What follows belongs to an exercise in optimizing a design on an open flow for small area and a short achievable clock period; a production flow would make more cautious choices.
In this exercise RTL edits were held to simulation tests only and were not proved equivalent to the original.
Power is estimated from default activity; no workload was simulated.

==> v33 <==
## top
module top (
  input         clk,
  input         rst,
  input  [31:0] a,
  input  [31:0] b,
  output [67:0] y
);
Settings: LEC_CHECK=0, CAP_MARGIN=20, CORE_MARGIN=2, CORE_UTILIZATION=40, SLEW_MARGIN=90; clock period 12.0 ns.
run.sh (not shown) runs the stock make flow with config.mk's settings and CLKGATE_MAP_FILE= SYNTH_SCRIPT=/design/flow/synth_recipe.tcl, a recipe that flattens the netlist after the stock synthesis.
==> v14: changes against v33 <==
--- a/flow/config.mk
+++ b/flow/config.mk
@@ -6,6 +6,7 @@
 export NUM_CORES = 4
 export LEC_CHECK = 0
+export ABC_CLOCK_PERIOD_IN_PS = 1500
 export CAP_MARGIN = 20
 export CORE_MARGIN = 2
 export CORE_UTILIZATION = 40
-export SLEW_MARGIN = 90
+export SLEW_MARGIN = 20
==> v23: changes against v33 <==
--- a/flow/config.mk
+++ b/flow/config.mk
@@ -9,3 +9,3 @@
 export CORE_MARGIN = 2
 export CORE_UTILIZATION = 40
-export SLEW_MARGIN = 90
+export SLEW_MARGIN = 20
==> results.tsv <==
metric	value	unit
post_cts_buffers	1	
cellLeakagePower	11.3	nW
dpl_worst_slack	0.319	ns
routed_via_density	4.85	
whs	1.89	ns
worstSetupPathDepth	25	
clk_share	1.11	%
place_area	0.0233	sq mm
grtUsageMet3	4.43	%
grt_pass1_wl	77500	microns
n_fill_cell	3554	
outcome	complete, no violations	
wl	48100	microns
-- figures above: v33

==> results.tsv <==
metric	value	unit
outcome	complete, no violations	
grt_pass1_wl	72000	microns
dpl_worst_slack	5.34	ns
post_cts_buffers	0	
routed_via_density	4.92	
n_fill_cell	4106	
worstSetupPathDepth	9	
whs	2.48	ns
synth-compound-area-share	3.95	%
grtUsageMet3	5.02	%
wl	43800	microns
clk_share	1.45	%
-- figures above: v23

==> results.tsv <==
metric	value	unit
worstSetupPathDepth	9	
grt_pass1_wl	72000	microns
routed_via_density	4.92	
grtUsageMet3	5.02	%
outcome	complete, no violations	
clk_share	1.45	%
post_cts_buffers	0	
wl	43800	microns
-- figures above: v14


* * *

==> inputs of quartz <==
top, a different RTL version from the one above (not shown whole).
## top
module top (
  input         clk,
  input         rst,
  input  [31:0] a,
  input  [31:0] b,
  output [67:0] y
);
Settings: LEC_CHECK=0, CAP_MARGIN=20, CORE_MARGIN=2, CORE_UTILIZATION=40, SLEW_MARGIN=40; clock period 12.0 ns.
standard.sh (not shown) runs the stock make flow with config.mk's settings and CLKGATE_MAP_FILE= SYNTH_SCRIPT=/design/flow/synth_recipe.tcl, a recipe that flattens the netlist after the stock synthesis.
==> flow/flow/run.sh <==
#!/bin/bash
# Own layout flow: the standard flow, with two changes.
#  1. After the standard synthesis, polarity.py removes inverters around the full adders
#     (a netlist rewrite that keeps every register and the logic function).
#  2. Port buffers are buf_2 cells instead of the default delay-buffer cells.
# Each tool's output goes to a log file of its own in this folder.
set -euo pipefail
here=$(pwd)
R=$here/orfs/results/$FLOW_PLATFORM/top/base
bash standard.sh "$R/1_2_yosys.v" > synth.log 2>&1
cp "$R/1_2_yosys.v" "$here/1_2_yosys.std.v"
python3 flow/polarity.py "$here/1_2_yosys.std.v" "$R/1_2_yosys.v" > polarity.log 2>&1
export BUFFER_PORTS_ARGS="-buffer_cell sky130_fd_sc_hd__buf_2"
bash standard.sh > layout.log 2>&1
Other scripts of this flow, unchanged in this note and not shown: flow/flow/polarity.py
==> inputs of willow, as changes to quartz <==
CORE_UTILIZATION = 60   (was 40)
PLACE_DENSITY = 0.75   (was not set)
SLEW_MARGIN = 70   (was 40)
==> results.txt <==
status=timing/DRC/antenna clean; Crit path arrival time=5.75 ns; Fill cells=3,699; dpl cells=2,006; area occupied by multi-input gates=12,000 µm²; drt pass-1 iters=5; Final Cell Area=16,700 µm²
The numbers above come from quartz.

==> results.txt <==
critical-path maximum fanout=16; non-clk buf share=0.0424; area occupied by multi-input gates=12,000 µm²; Fill cells=1,980; status=timing/DRC/antenna clean; GR Util met3=0.0445; Final Cell Area=16,500 µm²; dpl cells=1,819
The numbers above come from willow.


* * *

==> 03-19 <==
RTL: one of the versions met above, not the one the previous note started from.
clock: 12.0 ns
lec_check: 0
cap_margin: 60
core_margin: 2
core_utilization: 40
slew_margin: 70
run.sh (not shown) runs the stock make flow with config.mk's settings and CLKGATE_MAP_FILE= SYNTH_SCRIPT=/design/flow/synth_recipe.tcl, a recipe that flattens the netlist after the stock synthesis.
Stock flow here: none of the scripts above is used.
==> 11-09 (differences from 03-19) <==
--- a/flow/config.mk
+++ b/flow/config.mk
@@ -5,7 +5,7 @@
 export SDC_FILE = /design/flow/constraint.sdc
 export NUM_CORES = 4
 export LEC_CHECK = 0
-export CAP_MARGIN = 60
+export CAP_MARGIN = 20
 export CORE_MARGIN = 2
 export CORE_UTILIZATION = 40
 export SLEW_MARGIN = 70
==> metrics.md <==
| Metric | Value |
|---|---|
| Status | `timing/DRC/antenna clean` |
| Core ar. | `43,080 um^2` |
| Critical path type | `in2reg` |
| Mapped Avg Cell Area | `9.990 um^2` |
| Mux cell area share after synthesis | `0%` |
| Met1 Routed Length | `20.55 mm` |
The numbers above come from 11-09.

==> metrics.md <==
| Metric | Value |
|---|---|
| Critical path type | `in2reg` |
| Status | `timing/DRC/antenna clean` |
| Mapped Avg Cell Area | `9.990 um^2` |
| Core ar. | `43,080 um^2` |
| Mux cell area share after synthesis | `0%` |
| Met1 Routed Length | `20.55 mm` |
The numbers above come from 03-19.


* * *

==> run G: inputs <==
RTL: one of the versions met above, not the one the previous note started from.
## top
module top (
  input         clk,
  input         rst,
  input  [31:0] a,
  input  [31:0] b,
  output [67:0] y
);
  reg [26:0] c11_r;
  reg [26:0] c12_r;
  reg [26:0] c21_r;
  reg [26:0] c22_r;
  always @(posedge clk or posedge rst) begin
    if (rst) begin
      c11_r <= 27'd0;
      c12_r <= 27'd0;
      c21_r <= 27'd0;
      c22_r <= 27'd0;
    end else begin
      c11_r <= c11_d;
      c12_r <= c12_d;
      c21_r <= c21_d;
      c22_r <= c22_d;
    end
  end
  wire c11_pp1 = a[0] & b[0];
  wire c11_pp2 = a[0] & b[1];
  wire c11_pp3 = a[0] & b[2];
  wire c11_pp4 = a[0] & b[3];
  wire c11_pp5 = a[0] & b[4];
  wire c11_pp6 = a[0] & b[5];
  wire c11_pp7 = a[0] & b[6];
  wire c11_pp8 = a[0] & b[7];
  wire c11_pp9 = a[1] & b[0];
  wire c11_pp10 = a[1] & b[1];
  wire c11_pp11 = a[1] & b[2];
  wire c11_pp12 = a[1] & b[3];
  wire c11_pp13 = a[1] & b[4];
  wire c11_pp14 = a[1] & b[5];
  wire c11_pp15 = a[1] & b[6];
  wire c11_pp16 = a[1] & b[7];
  wire c11_pp17 = a[2] & b[0];
  wire c11_pp18 = a[2] & b[1];
  wire c11_pp19 = a[2] & b[2];
  wire c11_pp20 = a[2] & b[3];
  wire c11_pp21 = a[2] & b[4];
  wire c11_pp22 = a[2] & b[5];
  wire c11_pp23 = a[2] & b[6];
  wire c11_pp24 = a[2] & b[7];
  wire c11_pp25 = a[3] & b[0];
  ...
export LEC_CHECK = 0
export CAP_MARGIN = 20
export CORE_MARGIN = 2
export CORE_UTILIZATION = 40
export SLEW_MARGIN = 70
create_clock -name core_clock -period 12.0 [get_ports {clk}]
standard.sh (not shown) runs the stock make flow with config.mk's settings and CLKGATE_MAP_FILE= SYNTH_SCRIPT=/design/flow/synth_recipe.tcl, a recipe that flattens the netlist after the stock synthesis.
Scripts as last shown in full above: flow/flow/run.sh
Other scripts of this flow, unchanged in this note and not shown: flow/flow/polarity.py
==> run A: changes against run G <==
==> flow/flow/run.sh (replaced) <==
#!/bin/bash
# Own layout flow: the standard flow, with two changes.
#  1. After the standard synthesis, polarity.py removes inverters around the full adders
#     and orders each full adder's inputs by arrival time (a netlist rewrite that keeps
#     every register and the logic function).
#  2. Input ports get buf_4 buffers (each drives 16 gates) and output ports buf_1
#     buffers, instead of the default delay-buffer cells.
# Each tool's output goes to a log file of its own in this folder.
set -euo pipefail
here=$(pwd)
R=$here/orfs/results/$FLOW_PLATFORM/top/base
bash standard.sh "$R/1_2_yosys.v" > synth.log 2>&1
cp "$R/1_2_yosys.v" "$here/1_2_yosys.std.v"
python3 flow/polarity.py "$here/1_2_yosys.std.v" "$R/1_2_yosys.v" > polarity.log 2>&1
export BUFFER_PORTS_ARGS="-inputs -buffer_cell sky130_fd_sc_hd__buf_4"
export POST_GLOBAL_PLACE_TCL="$here/flow/outbuf.tcl"
bash standard.sh > layout.log 2>&1
==> flow/flow/outbuf.tcl (new file) <==
# Buffer the output ports (the input ports were buffered before global placement).
buffer_ports -outputs -buffer_cell sky130_fd_sc_hd__buf_1
==> run X: changes against run G <==
==> flow/flow/run.sh (replaced) <==
#!/bin/bash
# Own layout flow: the standard flow, with two changes.
#  1. After the standard synthesis, polarity.py removes inverters around the full adders
#     and orders each full adder's inputs by arrival time (a netlist rewrite that keeps
#     every register and the logic function).
#  2. Input ports get buf_4 buffers (each drives 16 gates) and output ports buf_1
#     buffers, instead of the default delay-buffer cells.
# Each tool's output goes to a log file of its own in this folder.
set -euo pipefail
here=$(pwd)
R=$here/orfs/results/$FLOW_PLATFORM/top/base
bash standard.sh "$R/1_2_yosys.v" > synth.log 2>&1
cp "$R/1_2_yosys.v" "$here/1_2_yosys.std.v"
python3 flow/polarity.py "$here/1_2_yosys.std.v" "$R/1_2_yosys.v" > polarity.log 2>&1
export BUFFER_PORTS_ARGS="-inputs -buffer_cell sky130_fd_sc_hd__buf_4"
export POST_GLOBAL_PLACE_TCL="$here/flow/outbuf.tcl"
bash standard.sh > layout.log 2>&1
==> flow/flow/outbuf.tcl (new file) <==
# Buffer the output ports (the input ports were buffered before global placement).
buffer_ports -outputs -buffer_cell sky130_fd_sc_hd__buf_1
--- a/flow/config.mk
+++ b/flow/config.mk
@@ -8,4 +8,5 @@
 export CAP_MARGIN = 20
 export CORE_MARGIN = 2
 export CORE_UTILIZATION = 40
-export SLEW_MARGIN = 70
+export GPL_TIMING_DRIVEN = 0
+export SLEW_MARGIN = 40
==> summary.md <==
| Metric | Value |
|---|---|
| Status | `complete, no violations` |
| Share of post-route cells with drive strength above 1 | `8.02%` |
| Crit path buffers/inverters | `3` |
| HPWL after detailed placement | `35900 um` |
| Comb group | `2.50 mW` |
[end of results for run X]
==> summary.md <==
| Metric | Value |
|---|---|
| Share of post-route cells with drive strength above 1 | `6.84%` |
| Startpoint Class | `input port` |
| First-pass GRT wire length | `59600 um` |
| Critical path data required time | `12.26 ns` |
| Status | `complete, no violations` |
| Slew Limit Headroom | `76.9%` |
| HPWL after detailed placement | `29000 um` |
| Core Util, Final | `43.8%` |
| Crit path buffers/inverters | `2` |
| Comb group | `2.41 mW` |
[end of results for run A]
==> summary.md <==
| Metric | Value |
|---|---|
| HPWL after detailed placement | `29000 um` |
| Crit path buffers/inverters | `2` |
| DRC viols | `0` |
| CP startpoint | `b[11]` |
| GP Congestion | `0.836` |
| Status | `complete, no violations` |
| Most frequent cells in the layout | `nand2_1, fa_1, buf_2` |
| Share of post-route cells with drive strength above 1 | `11.4%` |
| Met3 WL post-DR | `2290 um` |
| N_taps | `518` |
[end of results for run G]

* * *

==> inputs of job 2551 <==
Starting RTL as in the previous note.
==> flow/config.mk <==
export PLATFORM = sky130hd
export DESIGN_NAME = top
export DESIGN_NICKNAME = top
export VERILOG_FILES = /design/flow/design.v
export SDC_FILE = /design/flow/constraint.sdc
export NUM_CORES = 4
export LEC_CHECK = 0
export CAP_MARGIN = 20
export CORE_MARGIN = 2
export CORE_UTILIZATION = 40
export SLEW_MARGIN = 55
==> flow/constraint.sdc <==
create_clock -name core_clock -period 12.0 [get_ports {clk}]
set_input_delay 2.4000 -clock core_clock [delete_from_list [all_inputs] [get_ports {clk}]]
set_output_delay 2.4000 -clock core_clock [all_outputs]
set_load 0.01 [all_outputs]
==> flow/flow/run.sh <==
#!/bin/bash
# Own layout flow: the standard flow, with two changes.
#  1. After the standard synthesis, polarity.py removes inverters around the full adders
#     and orders each full adder's inputs by arrival time (a netlist rewrite that keeps
#     every register and the logic function).
#  2. Input ports get buf_4 buffers (each drives 16 gates) and output ports buf_1
#     buffers, instead of the default delay-buffer cells.
# Each tool's output goes to a log file of its own in this folder.
set -euo pipefail
here=$(pwd)
R=$here/orfs/results/$FLOW_PLATFORM/top/base
bash standard.sh "$R/1_2_yosys.v" > synth.log 2>&1
cp "$R/1_2_yosys.v" "$here/1_2_yosys.std.v"
python3 flow/polarity.py "$here/1_2_yosys.std.v" "$R/1_2_yosys.v" > polarity.log 2>&1
export BUFFER_PORTS_ARGS="-inputs -buffer_cell sky130_fd_sc_hd__buf_4"
export POST_GLOBAL_PLACE_TCL="$here/flow/outbuf.tcl"
bash standard.sh > layout.log 2>&1
Other scripts of this flow, unchanged in this note and not shown: flow/flow/outbuf.tcl, flow/flow/polarity.py
==> job 1074: changes against job 2551 <==
--- a/flow/config.mk
+++ b/flow/config.mk
@@ -9,3 +9,3 @@
 export CORE_MARGIN = 2
 export CORE_UTILIZATION = 40
-export SLEW_MARGIN = 55
+export SLEW_MARGIN = 20
==> job 5735: changes against job 2551 <==
--- a/flow/config.mk
+++ b/flow/config.mk
@@ -9,3 +9,4 @@
 export CORE_MARGIN = 2
 export CORE_UTILIZATION = 40
-export SLEW_MARGIN = 55
+export PLACE_DENSITY = 0.75
+export SLEW_MARGIN = 40
==> flow_results.xml <==
<?xml version="1.0" encoding="UTF-8"?>
<metrics>
  <group name="place">
    <metric name="place.detailed.hpwl" unit="um">28900</metric>
  </group>
  <group name="finish">
    <metric name="post-route-util" unit="">0.437</metric>
    <metric name="num-fill-cells" unit="">3681</metric>
    <metric name="area.growth.synth_to_final" unit="%">8.22</metric>
  </group>
  <group name="worst_setup_path">
    <metric name="worst_ep_arrival_time" unit="ns">5.62</metric>
  </group>
  <group name="run_status">
    <metric name="status" unit="">timing/DRC/antenna clean</metric>
  </group>
  <group name="power">
    <metric name="power.ir.vdd_worst" unit="V">0.000180</metric>
    <metric name="report.power.total" unit="mW">3.36</metric>
  </group>
  <group name="route">
    <metric name="routed-wl-met2" unit="um">19100</metric>
  </group>
</metrics>
(the above is from job 2551)
==> flow_results.xml <==
<?xml version="1.0" encoding="UTF-8"?>
<metrics>
  <group name="run_status">
    <metric name="status" unit="">timing/DRC/antenna clean</metric>
  </group>
  <group name="place">
    <metric name="place.detailed.hpwl" unit="um">28500</metric>
  </group>
  <group name="power">
    <metric name="power.ir.vdd_worst" unit="V">0.000182</metric>
    <metric name="report.power.total" unit="mW">3.39</metric>
  </group>
  <group name="finish">
    <metric name="area.growth.synth_to_final" unit="%">8.38</metric>
    <metric name="num-fill-cells" unit="">3536</metric>
    <metric name="post-route-util" unit="">0.438</metric>
  </group>
  <group name="worst_setup_path">
    <metric name="worst_ep_arrival_time" unit="ns">5.62</metric>
  </group>
  <group name="route">
    <metric name="routed-wl-met2" unit="um">18400</metric>
  </group>
</metrics>
(the above is from job 5735)
==> flow_results.xml <==
<?xml version="1.0" encoding="UTF-8"?>
<metrics>
  <group name="route">
    <metric name="routed-wl-met2" unit="um">18800</metric>
  </group>
  <group name="place">
    <metric name="place.detailed.hpwl" unit="um">29000</metric>
  </group>
  <group name="run_status">
    <metric name="status" unit="">timing/DRC/antenna clean</metric>
  </group>
  <group name="worst_setup_path">
    <metric name="worst_ep_arrival_time" unit="ns">5.61</metric>
  </group>
  <group name="finish">
    <metric name="area.growth.synth_to_final" unit="%">7.95</metric>
    <metric name="post-route-util" unit="">0.436</metric>
    <metric name="num-fill-cells" unit="">3676</metric>
  </group>
</metrics>
(the above is from job 1074)

[afterwards: timing with drivers on the ports]
In the flow no input, the clock included, has a driving cell. The finished layouts below were timed again as built, in two steps. Step 1 assumes that a clkbuf_16 drives the clock port and a buf_2 every other input. Step 2, shift: input delay + t, output delay - t, t = (earliest + latest rising clock arrival at the registers) / 2. This alone moves slack from input paths to output paths. a / b / c = no drivers / after step 1 / after step 2; a / b = the first two.
run | shift t [ns] | slack for setup (ns) | worst register clock-pin slew, ns
v33 | 0.450 | 0.735 / 0.679 / 1.129 | 0.08 / 0.08
v14 | 0.453 | 5.717 / 5.735 / 5.282 | 0.08 / 0.08
v23 | 0.453 | 5.717 / 5.735 / 5.282 | 0.08 / 0.08
quartz | 0.421 | 6.508 / 6.504 / 6.083 | 0.07 / 0.07
willow | 0.409 | 6.487 / 6.504 / 6.095 | 0.07 / 0.07
03-19 | 0.453 | 6.102 / 6.109 / 5.656 | 0.08 / 0.08
11-09 | 0.453 | 6.102 / 6.109 / 5.656 | 0.08 / 0.08
run G | 0.423 | 6.516 / 6.504 / 6.081 | 0.08 / 0.08
run A | 0.417 | 6.644 / 6.635 / 6.217 | 0.09 / 0.09
run X | 0.430 | 5.990 / 6.014 / 5.584 | 0.07 / 0.07
job 2551 | 0.416 | 6.644 / 6.629 / 6.212 | 0.08 / 0.08
job 1074 | 0.418 | 6.649 / 6.630 / 6.212 | 0.09 / 0.09
job 5735 | 0.417 | 6.642 / 6.646 / 6.229 | 0.07 / 0.07
After both steps every run listed still meets setup and hold.
